Background: an optimization exercise with open tools, aiming at small area and a short achievable clock period. Do not read the settings as production practice. Where RTL was checked, it was by simulation tests only, not by an equivalence proof against the original. Power is estimated from default activity; no workload was simulated.

==> run R <==
Design fifo_sync, start of the top module:
module fifo_sync #(
  parameter int WIDTH = 32,
  parameter int DEPTH = 16
)(
  input  logic              clk,
  input  logic              rst_n,
  input  logic              in_valid,
  output logic              in_ready,
  input  logic [WIDTH-1:0]  in_data,
  output logic              out_valid,
  input  logic              out_ready,
  output logic [WIDTH-1:0]  out_data,
  output logic              full,
  output logic              empty,
  output logic [$clog2(DEPTH+1)-1:0] count
);
  localparam int CW = $clog2(DEPTH+1);
  localparam int NS = DEPTH - 1;           
  logic [WIDTH-1:0] mem [NS];
  logic [WIDTH-1:0] head;
  logic [NS-1:0]    woh;                   
  logic             woh_n0;                
  logic [NS-1:1]    woh_hi;
  assign woh = {woh_hi, ~woh_n0};
  logic [NS-1:0]    roh;                   
  logic             roh_n0;                
  logic [NS-1:1]    roh_hi;
  assign roh = {roh_hi, ~roh_n0};
  logic [CW-1:0]    cnt;
  logic             full_r, vld_r, ge2_r;   
  logic push, pop, ram_push, ram_pop, head_en;
  assign push     = in_valid & ~full_r;
  assign pop      = out_ready & vld_r;
  assign ram_push = push & vld_r & ~(~ge2_r & out_ready);
  assign ram_pop  = out_ready & ge2_r;
  assign head_en  = ~vld_r | out_ready;
  logic [NS-1:0] wsel, rsel;
  ...
==> module fifo_sync, before the edit <==
module fifo_sync #(
  parameter int WIDTH = 32,
  parameter int DEPTH = 16
)(
  input  logic              clk,
  input  logic              rst_n,
  input  logic              in_valid,
  output logic              in_ready,
  input  logic [WIDTH-1:0]  in_data,
  output logic              out_valid,
  input  logic              out_ready,
  output logic [WIDTH-1:0]  out_data,
  output logic              full,
  output logic              empty,
  output logic [$clog2(DEPTH+1)-1:0] count
);
  localparam int CW = $clog2(DEPTH+1);
  localparam int NS = DEPTH - 1;           
  logic [WIDTH-1:0] mem [NS];
  logic [WIDTH-1:0] head;
  logic [NS-1:0]    woh;                   
  logic             woh_n0;                
  logic [NS-1:1]    woh_hi;
  assign woh = {woh_hi, ~woh_n0};
  logic [NS-1:0]    roh;                   
  logic             roh_n0;                
  logic [NS-1:1]    roh_hi;
  assign roh = {roh_hi, ~roh_n0};
  logic [CW-1:0]    cnt;
  logic             full_r, vld_r, ge2_r;   
  logic push, pop, ram_push, ram_pop, head_en;
  assign push     = in_valid & ~full_r;
  assign pop      = out_ready & vld_r;
  assign ram_push = push & vld_r & ~(~ge2_r & out_ready);
  assign ram_pop  = out_ready & ge2_r;
  assign head_en  = ~vld_r | out_ready;
  logic [NS-1:0] wsel, rsel;
  assign wsel = woh & {NS{~full_r}};
  assign rsel = roh & {NS{ge2_r}};
  for (genvar g = 0; g < NS; g++) begin : slot
    logic [WIDTH-1:0] q;
    always_ff @(posedge clk) begin
      if (wsel[g]) q <= in_data;
    end
    assign mem[g] = q;
  end
  logic [WIDTH-1:0] head_d;
  always_comb begin
    head_d = {WIDTH{~ge2_r}} & in_data;
    for (int i = 0; i < NS; i++)
      head_d = head_d | ({WIDTH{rsel[i]}} & mem[i]);
  end
  always_ff @(posedge clk) begin
    if (head_en) head <= head_d;
  end
  always_ff @(posedge clk or negedge rst_n) begin
    if (!rst_n) begin
      woh_n0 <= 1'b0;
      woh_hi <= '0;
      roh_n0 <= 1'b0;
      roh_hi <= '0;
    end else begin
      if (ram_push) begin
        woh_n0 <= ~woh[NS-1];
        woh_hi <= woh[NS-2:0];
      end
      if (ram_pop) begin
        roh_n0 <= ~roh[NS-1];
        roh_hi <= roh[NS-2:0];
      end
    end
  end
  logic [CW-1:0] cnt_inc, cnt_dec, cnt_d;
  logic          is1, is15, ge3;
  assign cnt_inc = cnt + 1'b1;
  assign cnt_dec = cnt - 1'b1;
  assign is1     = (cnt == 1);
  assign is15    = (cnt == DEPTH - 1);
  assign ge3     = (cnt >= 3);
  logic full_d, vld_d, ge2_d;
  always_comb begin
    cnt_d  = cnt;
    full_d = full_r;
    vld_d  = vld_r;
    ge2_d  = ge2_r;
    if (push & ~pop) begin
      cnt_d  = cnt_inc;
      full_d = is15;
      vld_d  = 1'b1;
      ge2_d  = vld_r;
    end else if (pop & ~push) begin
      cnt_d  = cnt_dec;
      full_d = 1'b0;
      vld_d  = ~is1;
      ge2_d  = ge3;
    end
  end
  logic vld_o, nvld_o, full_o, nfull_o;
  always_ff @(posedge clk or negedge rst_n) begin
    if (!rst_n) begin
      vld_o   <= 1'b0;
      nvld_o  <= 1'b0;
      full_o  <= 1'b0;
      nfull_o <= 1'b0;
    end else begin
      vld_o   <= push | (vld_r & ~(pop & is1));
      nvld_o  <= push ? 1'b1 : (pop ? ~is1 : vld_r);
      full_o  <= ~pop & (full_r | (push & is15));
      nfull_o <= pop ? 1'b0 : (push ? is15 : full_r);
    end
  end
  always_ff @(posedge clk or negedge rst_n) begin
    if (!rst_n) begin
      cnt    <= '0;
      full_r <= 1'b0;
      vld_r  <= 1'b0;
      ge2_r  <= 1'b0;
    end else begin
      cnt    <= cnt_d;
      full_r <= full_d;
      vld_r  <= vld_d;
      ge2_r  <= ge2_d;
    end
  end
  assign out_data  = head;
  assign count     = cnt;
  assign full      = full_o;
  assign empty     = ~nvld_o;
  assign in_ready  = ~nfull_o;
  assign out_valid = vld_o;
endmodule
clock: 3.8 ns
lec_check: 0
cap_margin: 20
core_margin: 2
core_utilization: 55
cts_cluster_diameter: 100
cts_cluster_size: 24
setup_slack_margin: 1.9
slew_margin: 20
run.sh (not shown) runs the stock make flow with config.mk's settings and CLKGATE_MAP_FILE= SYNTH_SCRIPT=/design/flow/synth_recipe.tcl, a recipe that flattens the netlist after the stock synthesis.
==> run C: changes against run R <==
==> flow/design.v (replaced) <==
module fifo_sync #(
  parameter int WIDTH = 32,
  parameter int DEPTH = 16
)(
  input  logic              clk,
  input  logic              rst_n,
  input  logic              in_valid,
  output logic              in_ready,
  input  logic [WIDTH-1:0]  in_data,
  output logic              out_valid,
  input  logic              out_ready,
  output logic [WIDTH-1:0]  out_data,
  output logic              full,
  output logic              empty,
  output logic [$clog2(DEPTH+1)-1:0] count
);
  localparam int CW = $clog2(DEPTH+1);
  localparam int NS = DEPTH - 1;           
  logic [WIDTH-1:0] mem [NS];
  logic [WIDTH-1:0] head;
  logic [3:0]       wptr;                  
  logic [NS-1:0]    roh;                   
  logic [CW-1:0]    cnt;
  logic             full_r, empty_r, rdy_r, vld_r, le1_r;
  function automatic logic [NS-1:0] dec(input logic [3:0] s);
    logic [3:0] x;
    dec = '0;
    x = 4'b0001;
    for (int i = 0; i < NS; i++) begin
      dec[i] = (s == x);
      x = {x[2:0], x[3] ^ x[2]};
    end
  endfunction
  function automatic logic [3:0] nxt(input logic [3:0] s);
    nxt = {s[2:0], s[3] ^ s[2]};
  endfunction
  logic push, pop, ram_push, ram_pop, head_en;
  assign push     = in_valid & rdy_r;
  assign pop      = out_ready & vld_r;
  assign ram_push = push & ~(empty_r | (le1_r & out_ready));
  assign ram_pop  = out_ready & ~le1_r;
  assign head_en  = empty_r | out_ready;
  logic [NS-1:0] wsel, rsel;
  assign wsel = dec(wptr) & {NS{~full_r}};
  assign rsel = roh & {NS{~le1_r}};
  for (genvar g = 0; g < NS; g++) begin : slot
    logic [WIDTH-1:0] q;
    always_ff @(posedge clk) begin
      if (wsel[g]) q <= in_data;
    end
    assign mem[g] = q;
  end
  logic [WIDTH-1:0] head_d;
  always_comb begin
    head_d = {WIDTH{le1_r}} & in_data;
    for (int i = 0; i < NS; i++)
      head_d = head_d | ({WIDTH{rsel[i]}} & mem[i]);
  end
  always_ff @(posedge clk) begin
    if (head_en) head <= head_d;
  end
  always_ff @(posedge clk or negedge rst_n) begin
    if (!rst_n) begin
      wptr <= 4'b0001;
      roh  <= {{(NS-1){1'b0}}, 1'b1};
    end else begin
      if (ram_push) wptr <= nxt(wptr);
      if (ram_pop)  roh  <= {roh[NS-2:0], roh[NS-1]};
    end
  end
  logic [CW-1:0] cnt_d;
  always_comb begin
    case ({push, pop})
      2'b10:   cnt_d = cnt + 1'b1;
      2'b01:   cnt_d = cnt - 1'b1;
      default: cnt_d = cnt;
    endcase
  end
  always_ff @(posedge clk or negedge rst_n) begin
    if (!rst_n) begin
      cnt     <= '0;
      full_r  <= 1'b0;
      empty_r <= 1'b1;
      rdy_r   <= 1'b1;
      vld_r   <= 1'b0;
      le1_r   <= 1'b1;
    end else begin
      cnt     <= cnt_d;
      full_r  <= (cnt_d == DEPTH[CW-1:0]);
      empty_r <= (cnt_d == '0);
      rdy_r   <= (cnt_d != DEPTH[CW-1:0]);
      vld_r   <= (cnt_d != '0);
      le1_r   <= (cnt_d <= 1);
    end
  end
  assign out_data  = head;
  assign count     = cnt;
  assign full      = full_r;
  assign empty     = empty_r;
  assign in_ready  = rdy_r;
  assign out_valid = vld_r;
endmodule
CORE_UTILIZATION = 40   (was 55)
CTS_CLUSTER_DIAMETER = default   (was 100)
CTS_CLUSTER_SIZE = default   (was 24)
SETUP_SLACK_MARGIN = 2.0   (was 1.9)
==> run F: changes against run R <==
--- a/flow/design.v
+++ b/flow/design.v
@@ -20,6 +20,6 @@
   logic [WIDTH-1:0] head;
-  logic [NS-1:0]    woh;                   
-  logic             woh_n0;                
-  logic [NS-1:1]    woh_hi;
-  assign woh = {woh_hi, ~woh_n0};
+  logic [NS-1:0]    wsel;                  
+  logic             wsel_n0;               
+  logic [NS-1:1]    wsel_hi;
+  assign wsel = {wsel_hi, ~wsel_n0};
   logic [NS-1:0]    roh;                   
@@ -36,4 +36,3 @@
   assign head_en  = ~vld_r | out_ready;
-  logic [NS-1:0] wsel, rsel;
-  assign wsel = woh & {NS{~full_r}};
+  logic [NS-1:0] rsel;
   assign rsel = roh & {NS{ge2_r}};
@@ -48,8 +47,9 @@
   always_comb begin
-    head_d = {WIDTH{~ge2_r}} & in_data;
+    head_d = ({WIDTH{~head_en}} & head) |
+             ({WIDTH{head_en & ~ge2_r}} & in_data);
     for (int i = 0; i < NS; i++)
-      head_d = head_d | ({WIDTH{rsel[i]}} & mem[i]);
+      head_d = head_d | ({WIDTH{head_en & rsel[i]}} & mem[i]);
   end
   always_ff @(posedge clk) begin
-    if (head_en) head <= head_d;
+    head <= head_d;
   end
@@ -57,4 +57,2 @@
     if (!rst_n) begin
-      woh_n0 <= 1'b0;
-      woh_hi <= '0;
       roh_n0 <= 1'b0;
@@ -62,6 +60,2 @@
     end else begin
-      if (ram_push) begin
-        woh_n0 <= ~woh[NS-1];
-        woh_hi <= woh[NS-2:0];
-      end
       if (ram_pop) begin
@@ -124,4 +118,24 @@
   end
+  logic [NS-1:0] wcur, wnext;
+  assign wcur  = full_r ? roh : wsel;
+  assign wnext = (ram_push ? {wcur[NS-2:0], wcur[NS-1]} : wcur) & {NS{~full_d}};
+  always_ff @(posedge clk or negedge rst_n) begin
+    if (!rst_n) begin
+      wsel_n0 <= 1'b0;
+      wsel_hi <= '0;
+    end else begin
+      wsel_n0 <= ~wnext[0];
+      wsel_hi <= wnext[NS-1:1];
+    end
+  end
+  logic [CW-1:0] cnt_o;
+  logic          up, dn;
+  assign up = push & ~pop;
+  assign dn = pop & ~push;
+  always_ff @(posedge clk or negedge rst_n) begin
+    if (!rst_n) cnt_o <= '0;
+    else        cnt_o <= cnt + {{(CW-1){dn}}, up | dn};
+  end
   assign out_data  = head;
-  assign count     = cnt;
+  assign count     = cnt_o;
   assign full      = full_o;
==> flow/flow/run.sh (new file) <==
#!/bin/bash
# The standard layout (the standard.sh: standard synthesis and ORFS flow,
# unchanged), except that the port buffers that ORFS inserts before global
# placement are the smallest buffer instead of ORFS's default choice
# (clkdlybuf4s50_1). Repair still resizes them as timing needs.
set -euo pipefail
export BUFFER_PORTS_ARGS="-buffer_cell sky130_fd_sc_hd__buf_1"
bash standard.sh > standard.log 2>&1
==> flow/standard.sh (new file) <==
#!/bin/bash
# synth_recipe.tcl (not shown) runs the flow's synth.tcl, then flattens the netlist and writes it again
# the make line also repeats each setting of config.mk as NAME=value (left out here)
make -C /OpenROAD-flow-scripts/flow DESIGN_CONFIG=/design/flow/config.mk WORK_HOME=/design/flow/orfs CLKGATE_MAP_FILE= SYNTH_SCRIPT=/design/flow/synth_recipe.tcl "${@:-finish}"
CORE_UTILIZATION = 70   (was 55)
CTS_CLUSTER_SIZE = 28   (was 24)
SETUP_SLACK_MARGIN = 1.95   (was 1.9)
removed: flow/run.sh
==> run X: changes against run R <==
--- a/flow/design.v
+++ b/flow/design.v
@@ -97,16 +97,2 @@
   end
-  logic vld_o, nvld_o, full_o, nfull_o;
-  always_ff @(posedge clk or negedge rst_n) begin
-    if (!rst_n) begin
-      vld_o   <= 1'b0;
-      nvld_o  <= 1'b0;
-      full_o  <= 1'b0;
-      nfull_o <= 1'b0;
-    end else begin
-      vld_o   <= push | (vld_r & ~(pop & is1));
-      nvld_o  <= push ? 1'b1 : (pop ? ~is1 : vld_r);
-      full_o  <= ~pop & (full_r | (push & is15));
-      nfull_o <= pop ? 1'b0 : (push ? is15 : full_r);
-    end
-  end
   always_ff @(posedge clk or negedge rst_n) begin
@@ -126,6 +112,6 @@
   assign count     = cnt;
-  assign full      = full_o;
-  assign empty     = ~nvld_o;
-  assign in_ready  = ~nfull_o;
-  assign out_valid = vld_o;
+  assign full      = full_r;
+  assign empty     = ~vld_r;
+  assign in_ready  = ~full_r;
+  assign out_valid = vld_r;
 endmodule
CTS_CLUSTER_DIAMETER = default   (was 100)
CTS_CLUSTER_SIZE = default   (was 24)
==> results.txt <==
quantity                                                                           run R                    run X                    run C                    run F
Status                                                           complete, no violations  complete, no violations  complete, no violations  complete, no violations
Delay contributed by the slowest stage of the critical path                       480 ps                   400 ps                   550 ps                   470 ps
Number of flops mapped to enable cells by yosys                                      512                      512                      512                      480
Internal power summed over all cells                                             12.7 mW                  11.0 mW                  10.1 mW                  11.9 mW
Part of the Yosys area used for sequential elements                                79.8%                    81.3%                    81.5%                    78.6%
Seq power                                                                        9.89 mW                  7.59 mW                  6.73 mW                  11.0 mW
Count of fill cells added during filler insertion                                   2591                     2491                     4057                     1637
Non-CTS inverters                                                                      6                        8                       35                       29
Final cell utilization of the core                                                 63.2%                    65.5%                    49.7%                    77.4%
Die Outline Area                                                             39000 sq um              38100 sq um              51200 sq um              30900 sq um
Worst Setup End Kind                                                         output port              output port                 register                 register
GR Util met1                                                                       40.6%                    37.9%                    27.4%                    49.0%
Number of standard cells in the layout, taps in and fillers out                     1713                     1693                     1974                     1680
Power, Total                                                                     19.4 mW                  15.4 mW                  13.0 mW                  18.5 mW
Final worst setup slack                                                          1810 ps                  1790 ps                  1630 ps                  1910 ps
Via count of the first global-routing pass                                         10824                    10998                    11541                    11597
Multi-input gate share of the layout cell area                                     16.4%                    15.2%                    15.3%                    17.6%
Flops & latches, synth                                                               554                      550                      541                      559
Cell total after placement                                                          1618                     1566                     1808                     1607
Detailed-route wire length on metal 1                                      22100 microns            21300 microns            21300 microns            19500 microns
Transition time of the tightest slew-check pin                                    959 ps                   932 ps                   704 ps                  1160 ps
Simple-gate share of the synthesized area                                          4.34%                    3.07%                    4.09%                    3.34%
Die outline width                                                            197 microns              195 microns              226 microns              176 microns
Final worst hold slack                                                            321 ps                   317 ps                   587 ps                   280 ps
First-pass GRT wire length                                                 77100 microns            73700 microns            76900 microns            73000 microns
Post-synthesis cell type count                                                        42                       34                       47                       51
Only the layout flow was run in run R, run C and run X; the RTL was not checked for function there.

## re-timing with driven ports
The results above use ideal ports. As a check the final layouts listed here were re-extracted and re-timed, cells and wires unchanged.
Step 1 sets driving cells, clkbuf_16 on the clock port and buf_2 on the other inputs (assumed; they add their load-dependent delay and slew).
Step 2 moves the port delays by t, midway between the first and last clock arrival at a register: inputs arrive t later, outputs are due t later. That takes back most of the time a late clock gives input paths.
a / b / c = ideal / step 1 / step 2; a / b = the first two.
run	shift t [ns]	setup slack, ns	worst setup path at the end
run R	0.611	1.812 / 1.759 / 1.413	input to register
run C	0.627	1.628 / 1.628 / 1.098	input to register
run F	0.603	1.909 / 1.879 / 1.413	input to register
run X	0.643	1.786 / 1.731 / 1.380	input to register
After both steps setup and hold are still met in every run listed. For run C, which loses most, drivers alone change the setup slack by 0.000 ns; drivers and shift together by -0.530 ns.
